This design comes from an exercise in tuning for small area, a short achievable clock period and few clock cycles on the open sky130 flow, not from production work.
Where RTL was checked, it was by simulation tests only, not by an equivalence proof against the original.

==> flow/design.v <==
module rsa_encrypt
(
  input wire clk,
  input wire rst,
  input wire [12:0] data,
  input wire [2:0] input_data_type,
  output wire [15:0] output_data,
  output wire ready
);
    reg [12:0] n;
    reg [12:0] e;
    reg [7:0]  m;
    reg [12:0] acc;
    reg [12:0] p;
    reg [3:0]  idx;
    reg [3:0]  eidx;
    reg        wbit;
    reg        op_mul;
    reg        busy;
    reg        start;    
    reg        prep;     
    assign ready = ~busy;
    assign output_data = {3'b000, acc};
    function [3:0] msb13(input [12:0] w);
        integer i;
        begin
            msb13 = 4'd0;
            for (i = 1; i < 13; i = i + 1)
                if (w[i]) msb13 = i[3:0];
        end
    endfunction
    function below13(input [12:0] w);
        integer i;
        begin
            below13 = w[0];
            for (i = 1; i < 13; i = i + 1)
                if (w[i]) below13 = w[i-1];
        end
    endfunction
    wire [3:0] msbe  = msb13(e);
    wire [3:0] msbm  = msb13({5'b00000, m});
    wire [3:0] msba  = msb13(acc);
    wire [3:0] msbd  = msb13({5'b00000, data[7:0]});
    wire       m_gt1 = (msbm != 4'd0);
    wire       a_gt1 = (msba != 4'd0);
    wire       d_gt1 = (msbd != 4'd0);
    wire [15:0] a2  = {2'b00, p, 1'b0};
    wire [15:0] ba  = wbit ? {3'b000, acc} : 16'd0;
    wire [15:0] nn1 = ~{3'b000, n};
    wire [15:0] nn2 = ~{2'b00, n, 1'b0};
    wire [15:0] x1  = a2 ^ ba ^ nn1;
    wire [15:0] c1  = (a2 & ba) | (a2 & nn1) | (ba & nn1);
    wire [15:0] x2  = a2 ^ ba ^ nn2;
    wire [15:0] c2  = (a2 & ba) | (a2 & nn2) | (ba & nn2);
    wire [15:0] s   = a2 + ba;
    wire [15:0] d1  = x1 + {c1[14:0], 1'b1};
    wire [15:0] d2  = x2 + {c2[14:0], 1'b1};
    wire        ge2 = ~d2[15];
    wire        ge1 = ~d1[15];
    wire [12:0] pn  = ge2 ? d2[12:0] : (ge1 ? d1[12:0] : s[12:0]);
    wire accept   = ready & (input_data_type == 3'd1);
    wire e_one    = (msbe == 4'd0);
    wire last     = (idx == 4'd0);
    wire next_mul = ~op_mul & e[eidx] & m_gt1;
    wire [3:0]  idx1 = idx - 4'd1;
    wire [12:0] w    = op_mul ? {5'b00000, m} : acc;
    wire reduce   = start & ({5'b00000, m} >= n);
    wire finish   = ~reduce & ~prep & last & ~next_mul & (eidx == 4'd0);
    always @(posedge clk) begin
        if (rst) begin
            n     <= 13'd3233;
            e     <= 13'd17;
            busy  <= 1'b0;
            start <= 1'b0;
            prep  <= 1'b0;
        end else if (~busy) begin
            if (input_data_type == 3'd2) n <= data;
            if (input_data_type == 3'd3) e <= data;
            if (accept & ~e_one) begin
                busy  <= 1'b1;
                start <= 1'b1;
            end
        end else begin
            start <= 1'b0;
            prep  <= ~reduce & ~prep & last & ~next_mul & (eidx != 4'd0);
            if (finish)
                busy <= 1'b0;
        end
    end
    always @(posedge clk) begin
        if (~busy) begin
            if (accept) begin
                m   <= data[7:0];
                acc <= {5'b00000, data[7:0]};
            end
        end else if (reduce) begin
            acc <= 13'd1;
        end else if (~prep & last) begin
            acc <= pn;
        end
    end
    always @(posedge clk) begin
        if (~busy) begin
            op_mul <= 1'b0;
            eidx   <= msbe - 4'd1;
        end else if (reduce) begin
            op_mul <= 1'b1;
            eidx   <= msbe;
        end else if (~prep & last) begin
            op_mul <= next_mul;
            if (~next_mul)
                eidx <= eidx - 4'd1;
        end
    end
    always @(posedge clk) begin
        p    <= pn;
        idx  <= idx1;
        wbit <= w[idx1];
        if (~busy) begin
            p    <= d_gt1 ? {5'b00000, data[7:0]} : 13'd0;
            idx  <= d_gt1 ? msbd - 4'd1 : 4'd0;
            wbit <= below13({5'b00000, data[7:0]});
        end else if (reduce) begin
            p    <= 13'd0;
            idx  <= msbm;
            wbit <= 1'b1;
        end else if (prep) begin
            p    <= a_gt1 ? acc : 13'd0;
            idx  <= a_gt1 ? msba - 4'd1 : 4'd0;
            wbit <= below13(acc);
        end else if (last & next_mul) begin
            p    <= pn;
            idx  <= msbm - 4'd1;
            wbit <= below13({5'b00000, m});
        end
    end
endmodule
Settings: LEC_CHECK=0, CAP_MARGIN=20, CORE_MARGIN=2, CORE_UTILIZATION=40, CTS_BUF_LIST=sky130_fd_sc_hd__clkbuf_4 sky130_fd_sc_hd__clkbuf_8, SETUP_SLACK_MARGIN=3.6, SLEW_MARGIN=20; clock period 7.0 ns.
standard.sh (not shown) runs the stock make flow with config.mk's settings and CLKGATE_MAP_FILE= SYNTH_SCRIPT=/design/flow/synth_recipe.tcl, a recipe that flattens the netlist after the stock synthesis.
==> flow/flow/run.sh <==
#!/bin/bash
# Standard layout, with the port buffers made of buf_1 cells instead of the
# automatically chosen delay buffers. The whole make output goes to
# standard_make.log; ORFS's own per-step logs are under orfs/logs/.
set -euo pipefail
bash standard.sh "BUFFER_PORTS_ARGS=-buffer_cell sky130_fd_sc_hd__buf_1" finish > standard_make.log 2>&1
Testbench counts at the start, summed over its fixed seeds: cycles 37,062.
Edit:
--- a/flow/design.v
+++ b/flow/design.v
@@ -26,24 +26,49 @@
         begin
             msb13 = 4'd0;
             for (i = 1; i < 13; i = i + 1)
                 if (w[i]) msb13 = i[3:0];
         end
     endfunction
+    function [3:0] msb13m1(input [12:0] w);
+        integer i;
+        begin
+            msb13m1 = 4'd0;
+            for (i = 2; i < 13; i = i + 1)
+                if (w[i]) msb13m1 = i - 1;
+        end
+    endfunction
+    function ge8(input [7:0] a, input [7:0] b);
+        integer i;
+        reg done;
+        begin
+            ge8 = 1'b1;
+            done = 1'b0;
+            for (i = 7; i >= 0; i = i - 1)
+                if (!done && a[i] != b[i]) begin
+                    ge8 = a[i];
+                    done = 1'b1;
+                end
+        end
+    endfunction
     function below13(input [12:0] w);
         integer i;
         begin
             below13 = w[0];
             for (i = 1; i < 13; i = i + 1)
                 if (w[i]) below13 = w[i-1];
         end
     endfunction
     wire [3:0] msbe  = msb13(e);
     wire [3:0] msbm  = msb13({5'b00000, m});
     wire [3:0] msba  = msb13(acc);
     wire [3:0] msbd  = msb13({5'b00000, data[7:0]});
+    wire [3:0] msbe1 = msb13m1(e);
+    wire [3:0] msbm1 = msb13m1({5'b00000, m});
+    wire [3:0] msba1 = msb13m1(acc);
+    wire [3:0] msbd1 = msb13m1({5'b00000, data[7:0]});
     wire       m_gt1 = (msbm != 4'd0);
     wire       a_gt1 = (msba != 4'd0);
     wire       d_gt1 = (msbd != 4'd0);
     wire [15:0] a2  = {2'b00, p, 1'b0};
     wire [15:0] ba  = wbit ? {3'b000, acc} : 16'd0;
     wire [15:0] nn1 = ~{3'b000, n};
@@ -61,13 +86,13 @@
     wire accept   = ready & (input_data_type == 3'd1);
     wire e_one    = (msbe == 4'd0);
     wire last     = (idx == 4'd0);
     wire next_mul = ~op_mul & e[eidx] & m_gt1;
     wire [3:0]  idx1 = idx - 4'd1;
     wire [12:0] w    = op_mul ? {5'b00000, m} : acc;
-    wire reduce   = start & ({5'b00000, m} >= n);
+    wire reduce   = start & (n[12:8] == 5'd0) & ge8(m, n[7:0]);
     wire finish   = ~reduce & ~prep & last & ~next_mul & (eidx == 4'd0);
     always @(posedge clk) begin
         if (rst) begin
             n     <= 13'd3233;
             e     <= 13'd17;
             busy  <= 1'b0;
@@ -99,13 +124,13 @@
             acc <= pn;
         end
     end
     always @(posedge clk) begin
         if (~busy) begin
             op_mul <= 1'b0;
-            eidx   <= msbe - 4'd1;
+            eidx   <= msbe1;
         end else if (reduce) begin
             op_mul <= 1'b1;
             eidx   <= msbe;
         end else if (~prep & last) begin
             op_mul <= next_mul;
             if (~next_mul)
@@ -115,23 +140,23 @@
     always @(posedge clk) begin
         p    <= pn;
         idx  <= idx1;
         wbit <= w[idx1];
         if (~busy) begin
             p    <= d_gt1 ? {5'b00000, data[7:0]} : 13'd0;
-            idx  <= d_gt1 ? msbd - 4'd1 : 4'd0;
+            idx  <= msbd1;
             wbit <= below13({5'b00000, data[7:0]});
         end else if (reduce) begin
             p    <= 13'd0;
             idx  <= msbm;
             wbit <= 1'b1;
         end else if (prep) begin
             p    <= a_gt1 ? acc : 13'd0;
-            idx  <= a_gt1 ? msba - 4'd1 : 4'd0;
+            idx  <= msba1;
             wbit <= below13(acc);
         end else if (last & next_mul) begin
             p    <= pn;
-            idx  <= msbm - 4'd1;
+            idx  <= msbm1;
             wbit <= below13({5'b00000, m});
         end
     end
 endmodule
After rerunning:
- worst hold slack gets better by 0.012 ns
- cell count climbs by about 1.8%
- first-iteration DRC count climbs by about 0.35%
- final area climbs by about 1.1%
- worst setup slack gets better by 0.046 ns
- core utilization drops by 0.79 points
- non-clock buffer count climbs by 7
- clock skew hardly moves
- die area climbs by about 1%
- synthesized cell count climbs by about 2%
- wire length barely changes
The RTL of the second run of this note was laid out without a check of its function.

========
old:
Starts from the design.v that is shown in full above.
clock: 7.0 ns
lec_check: 0
cap_margin: 20
core_margin: 2
core_utilization: 40
cts_buf_list: sky130_fd_sc_hd__clkbuf_4 sky130_fd_sc_hd__clkbuf_8
setup_slack_margin: 3.6
slew_margin: 20
run.sh (not shown) runs the stock make flow with config.mk's settings and CLKGATE_MAP_FILE= SYNTH_SCRIPT=/design/flow/synth_recipe.tcl, a recipe that flattens the netlist after the stock synthesis.
Stock flow here: none of the scripts above is used.
old reached the end of the flow, and the finished layout is clean on the timing, DRC and antenna checks.
Testbench counts of old, summed over its fixed seeds: cycles 37,062.
> inputs changed (old -> new)
diff --git a/flow/design.v b/flow/design.v
--- a/flow/design.v
+++ b/flow/design.v
@@ -112,24 +112,27 @@
                 eidx <= eidx - 4'd1;
         end
     end
+    wire        p_step  = busy & ~reduce & ~prep;
+    wire [12:0] p_other = ~busy ? (d_gt1 ? {5'b00000, data[7:0]} : 13'd0)
+                        : (prep & a_gt1) ? acc : 13'd0;
+    wire [12:0] pc0 = p_step ? s[12:0]  : p_other;
+    wire [12:0] pc1 = p_step ? d1[12:0] : p_other;
+    wire [12:0] pc2 = p_step ? d2[12:0] : p_other;
+    wire [12:0] p_next = ge2 ? pc2 : (ge1 ? pc1 : pc0);
+    always @(posedge clk) p <= p_next;
     always @(posedge clk) begin
-        p    <= pn;
         idx  <= idx1;
         wbit <= w[idx1];
         if (~busy) begin
-            p    <= d_gt1 ? {5'b00000, data[7:0]} : 13'd0;
             idx  <= d_gt1 ? msbd - 4'd1 : 4'd0;
             wbit <= below13({5'b00000, data[7:0]});
         end else if (reduce) begin
-            p    <= 13'd0;
             idx  <= msbm;
             wbit <= 1'b1;
         end else if (prep) begin
-            p    <= a_gt1 ? acc : 13'd0;
             idx  <= a_gt1 ? msba - 4'd1 : 4'd0;
             wbit <= below13(acc);
         end else if (last & next_mul) begin
-            p    <= pn;
             idx  <= msbm - 4'd1;
             wbit <= below13({5'b00000, m});
         end
Findings:
new vs. old: non-clock buffer count shows an increase of about 20%, worst-case setup slack after placement shows an increase of 0.025 ns.
Only the layout flow was run in new; the RTL was not checked for function there.

========
## JK
Another version of the RTL of rsa_encrypt (not shown whole).
Size in the first run: about 790 cells after synthesis, roughly 73 flip-flops, roughly 35 I/O pins, about 6600 µm² of cells after synthesis.
==> module rsa_encrypt, before the edit <==
module rsa_encrypt
(
  input wire clk,
  input wire rst,
  input wire [12:0] data,
  input wire [2:0] input_data_type,
  output wire [15:0] output_data,
  output wire ready
);
    reg [12:0] n;
    reg [12:0] e;
    reg [7:0]  m;
    reg [12:0] acc;
    reg [12:0] p;
    reg [3:0]  idx;
    reg [3:0]  eidx;
    reg        wbit;
    reg        op_mul;
    reg        busy;
    reg        start;    
    reg        prep;     
    assign ready = ~busy;
    assign output_data = {3'b000, acc};
    function [3:0] msb13(input [12:0] w);
        integer i;
        begin
            msb13 = 4'd0;
            for (i = 1; i < 13; i = i + 1)
                if (w[i]) msb13 = i[3:0];
        end
    endfunction
    function below13(input [12:0] w);
        integer i;
        begin
            below13 = w[0];
            for (i = 1; i < 13; i = i + 1)
                if (w[i]) below13 = w[i-1];
        end
    endfunction
    wire [3:0] msbe  = msb13(e);
    wire [3:0] msbm  = msb13({5'b00000, m});
    wire [3:0] msba  = msb13(acc);
    wire [3:0] msbd  = msb13({5'b00000, data[7:0]});
    wire       m_gt1 = (msbm != 4'd0);
    wire       a_gt1 = (msba != 4'd0);
    wire       d_gt1 = (msbd != 4'd0);
    wire [15:0] a2  = {2'b00, p, 1'b0};
    wire [15:0] ba  = wbit ? {3'b000, acc} : 16'd0;
    wire [15:0] nn1 = ~{3'b000, n};
    wire [15:0] nn2 = ~{2'b00, n, 1'b0};
    wire [15:0] x1  = a2 ^ ba ^ nn1;
    wire [15:0] c1  = (a2 & ba) | (a2 & nn1) | (ba & nn1);
    wire [15:0] x2  = a2 ^ ba ^ nn2;
    wire [15:0] c2  = (a2 & ba) | (a2 & nn2) | (ba & nn2);
    wire [15:0] s   = a2 + ba;
    wire [15:0] d1  = x1 + {c1[14:0], 1'b1};
    wire [15:0] d2  = x2 + {c2[14:0], 1'b1};
    wire        ge2 = ~d2[15];
    wire        ge1 = ~d1[15];
    wire [12:0] pn  = ge2 ? d2[12:0] : (ge1 ? d1[12:0] : s[12:0]);
    wire accept   = ready & (input_data_type == 3'd1);
    wire e_one    = (msbe == 4'd0);
    wire last     = (idx == 4'd0);
    wire next_mul = ~op_mul & e[eidx] & m_gt1;
    wire [3:0]  idx1 = idx - 4'd1;
    wire [12:0] w    = op_mul ? {5'b00000, m} : acc;
    wire reduce   = start & ({5'b00000, m} >= n);
    wire finish   = ~reduce & ~prep & last & ~next_mul & (eidx == 4'd0);
    always @(posedge clk) begin
        if (rst) begin
            n     <= 13'd3233;
            e     <= 13'd17;
            busy  <= 1'b0;
            start <= 1'b0;
            prep  <= 1'b0;
        end else if (~busy) begin
            if (input_data_type == 3'd2) n <= data;
            if (input_data_type == 3'd3) e <= data;
            if (accept & ~e_one) begin
                busy  <= 1'b1;
                start <= 1'b1;
            end
        end else begin
            start <= 1'b0;
            prep  <= ~reduce & ~prep & last & ~next_mul & (eidx != 4'd0);
            if (finish)
                busy <= 1'b0;
        end
    end
    wire        a_step  = busy & ~reduce & ~prep & last;
    wire        a_load  = a_step | (~busy & accept) | (busy & reduce);
    wire [12:0] a_other = ~busy ? {5'b00000, data[7:0]} : 13'd1;
    wire [12:0] ac0 = a_step ? s[12:0]  : a_other;
    wire [12:0] ac1 = a_step ? d1[12:0] : a_other;
    wire [12:0] ac2 = a_step ? d2[12:0] : a_other;
    always @(posedge clk) begin
        if (~busy & accept)
            m <= data[7:0];
        if (a_load)
            acc <= ge2 ? ac2 : (ge1 ? ac1 : ac0);
    end
    always @(posedge clk) begin
        if (~busy) begin
            op_mul <= 1'b0;
            eidx   <= msbe - 4'd1;
        end else if (reduce) begin
            op_mul <= 1'b1;
            eidx   <= msbe;
        end else if (~prep & last) begin
            op_mul <= next_mul;
            if (~next_mul)
                eidx <= eidx - 4'd1;
        end
    end
    wire        p_step  = busy & ~reduce & ~prep;
    wire [12:0] p_other = ~busy ? (d_gt1 ? {5'b00000, data[7:0]} : 13'd0)
                        : (prep & a_gt1) ? acc : 13'd0;
    wire [12:0] pc0 = p_step ? s[12:0]  : p_other;
    wire [12:0] pc1 = p_step ? d1[12:0] : p_other;
    wire [12:0] pc2 = p_step ? d2[12:0] : p_other;
    wire [12:0] p_next = ge2 ? pc2 : (ge1 ? pc1 : pc0);
    always @(posedge clk) p <= p_next;
    always @(posedge clk) begin
        idx  <= idx1;
        wbit <= w[idx1];
        if (~busy) begin
            idx  <= d_gt1 ? msbd - 4'd1 : 4'd0;
            wbit <= below13({5'b00000, data[7:0]});
        end else if (reduce) begin
            idx  <= msbm;
            wbit <= 1'b1;
        end else if (prep) begin
            idx  <= a_gt1 ? msba - 4'd1 : 4'd0;
            wbit <= below13(acc);
        end else if (last & next_mul) begin
            idx  <= msbm - 4'd1;
            wbit <= below13({5'b00000, m});
        end
    end
endmodule
Settings: LEC_CHECK=0, CAP_MARGIN=20, CORE_MARGIN=2, CORE_UTILIZATION=40, CTS_BUF_LIST=sky130_fd_sc_hd__clkbuf_4 sky130_fd_sc_hd__clkbuf_8, SETUP_SLACK_MARGIN=3.6, SLEW_MARGIN=20; clock period 7.0 ns.
standard.sh (not shown) runs the stock make flow with config.mk's settings and CLKGATE_MAP_FILE= SYNTH_SCRIPT=/design/flow/synth_recipe.tcl, a recipe that flattens the netlist after the stock synthesis.
Scripts as last shown in full above: flow/flow/run.sh
For MS, these inputs were changed with respect to JK:
==> flow/design.v <==
module rsa_encrypt
(
  input wire clk,
  input wire rst,
  input wire [12:0] data,
  input wire [2:0] input_data_type,
  output wire [15:0] output_data,
  output wire ready
);
    reg [12:0] n;
    reg [12:0] e;
    reg [7:0]  m;
    reg [12:0] acc;
    reg [12:0] p;
    reg [3:0]  idx;
    reg [3:0]  eidx;
    reg        wbit;
    reg        op_mul;
    reg        busy;
    reg        start;    
    reg        prep;     
    assign ready = ~busy;
    assign output_data = {3'b000, acc};
    function [3:0] msb13(input [12:0] w);
        integer i;
        begin
            msb13 = 4'd0;
            for (i = 1; i < 13; i = i + 1)
                if (w[i]) msb13 = i[3:0];
        end
    endfunction
    function below13(input [12:0] w);
        integer i;
        begin
            below13 = w[0];
            for (i = 1; i < 13; i = i + 1)
                if (w[i]) below13 = w[i-1];
        end
    endfunction
    wire [3:0] msbe  = msb13(e);
    wire [3:0] msbm  = msb13({5'b00000, m});
    wire [3:0] msba  = msb13(acc);
    wire       m_gt1 = (msbm != 4'd0);
    wire       a_gt1 = (msba != 4'd0);
    wire [15:0] a2  = {2'b00, p, 1'b0};
    wire [15:0] ba  = wbit ? {3'b000, acc} : 16'd0;
    wire [15:0] nn1 = ~{3'b000, n};
    wire [15:0] nn2 = ~{2'b00, n, 1'b0};
    wire [15:0] x1  = a2 ^ ba ^ nn1;
    wire [15:0] c1  = (a2 & ba) | (a2 & nn1) | (ba & nn1);
    wire [15:0] x2  = a2 ^ ba ^ nn2;
    wire [15:0] c2  = (a2 & ba) | (a2 & nn2) | (ba & nn2);
    wire [15:0] s   = a2 + ba;
    wire [15:0] d1  = x1 + {c1[14:0], 1'b1};
    wire [15:0] d2  = x2 + {c2[14:0], 1'b1};
    wire        ge2 = ~d2[15];
    wire        ge1 = ~d1[15];
    wire [12:0] pn  = ge2 ? d2[12:0] : (ge1 ? d1[12:0] : s[12:0]);
    wire accept   = ready & (input_data_type == 3'd1);
    wire e_one    = (msbe == 4'd0);
    wire last     = (idx == 4'd0);
    wire next_mul = ~op_mul & e[eidx] & m_gt1;
    wire [3:0]  idx1 = idx - 4'd1;
    wire [12:0] w    = op_mul ? {5'b00000, m} : acc;
    wire reduce   = start & ({5'b00000, m} >= n);
    wire finish   = ~start & ~prep & last & ~next_mul & (eidx == 4'd0);
    always @(posedge clk) begin
        if (rst) begin
            n     <= 13'd3233;
            e     <= 13'd17;
            busy  <= 1'b0;
            start <= 1'b0;
            prep  <= 1'b0;
        end else if (~busy) begin
            if (input_data_type == 3'd2) n <= data;
            if (input_data_type == 3'd3) e <= data;
            if (accept & ~e_one) begin
                busy  <= 1'b1;
                start <= 1'b1;
            end
        end else begin
            start <= 1'b0;
            prep  <= ~start & ~prep & last & ~next_mul & (eidx != 4'd0);
            if (finish)
                busy <= 1'b0;
        end
    end
    always @(posedge clk) begin
        if (~busy) begin
            if (accept) begin
                m   <= data[7:0];
                acc <= {5'b00000, data[7:0]};
            end
        end else if (reduce) begin
            acc <= 13'd1;
        end else if (~start & ~prep & last) begin
            acc <= pn;
        end
    end
    always @(posedge clk) begin
        if (~busy) begin
            op_mul <= 1'b0;
            eidx   <= msbe - 4'd1;
        end else if (reduce) begin
            op_mul <= 1'b1;
            eidx   <= msbe;
        end else if (~start & ~prep & last) begin
            op_mul <= next_mul;
            if (~next_mul)
                eidx <= eidx - 4'd1;
        end
    end
    always @(posedge clk) begin
        p    <= pn;
        idx  <= idx1;
        wbit <= w[idx1];
        if (reduce) begin
            p    <= 13'd0;
            idx  <= msbm;
            wbit <= 1'b1;
        end else if (prep | start) begin
            p    <= a_gt1 ? acc : 13'd0;
            idx  <= a_gt1 ? msba - 4'd1 : 4'd0;
            wbit <= below13(acc);
        end else if (last & next_mul) begin
            p    <= pn;
            idx  <= msbm - 4'd1;
            wbit <= below13({5'b00000, m});
        end
    end
endmodule
==> run notes <==
JK → MS: maximum fanout encountered on the critical timing path now sits lower, detailed-route via count now sits lower.
Between JK and MS, the part of the cycle the worst path needs is higher for MS.
MS: all stages complete, timing, DRC and antenna checks passed
Area of the die went down by a few percent going from JK to MS.
Of JK and MS, the lower tightest hold margin belongs to JK.
As far as insertion delay to the later sink of the worst-skew pair is concerned, MS and JK perform about the same.
Going from JK to MS, mux share of post-synthesis cell area grows by 0.34 points.
Re fraction of final layout cells with drive strength greater than 1: JK and MS aren't equal, and the higher value belongs to MS.
JK → MS: number of clock buffer instances in the layout shows a reduction of 3.
No run of this note included a check of the RTL's function; only the layout flow was run.

## afterwards: timing with drivers on the ports
The results above use ideal ports. As a check the final layouts listed here were re-extracted and re-timed, cells and wires unchanged.
Step 1, drivers: a clkbuf_16 drives clk and a buf_2 each remaining input, both assumed.
Step 2 times the ports against the registers' clock, not the clock port: input delays grow and output delays shrink by t, the midpoint of the rising clock arrivals with the driver on.
a / b / c = ideal / step 1 / step 2; a / b = the first two.
run | t, ns | slack for setup (ns) | worst hold slack (ns)
the first run of note 1 | 0.403 | 3.640 / 3.640 / 3.537 | 0.468 / 0.468 / 0.468
the second run of note 1 | 0.388 | 3.687 / 3.687 / 3.687 | 0.480 / 0.480 / 0.480
old | 0.399 | 3.649 / 3.626 / 3.391 | 0.461 / 0.461 / 0.461
new | 0.385 | 3.529 / 3.529 / 3.529 | 0.460 / 0.460 / 0.460
JK | 0.393 | 3.587 / 3.587 / 3.587 | 0.462 / 0.462 / 0.462
MS | 0.396 | 3.490 / 3.490 / 3.490 | 0.488 / 0.488 / 0.488
After both steps every run listed still meets setup and hold. For old, which loses most, drivers alone change the setup slack by -0.023 ns; drivers and shift together by -0.258 ns.
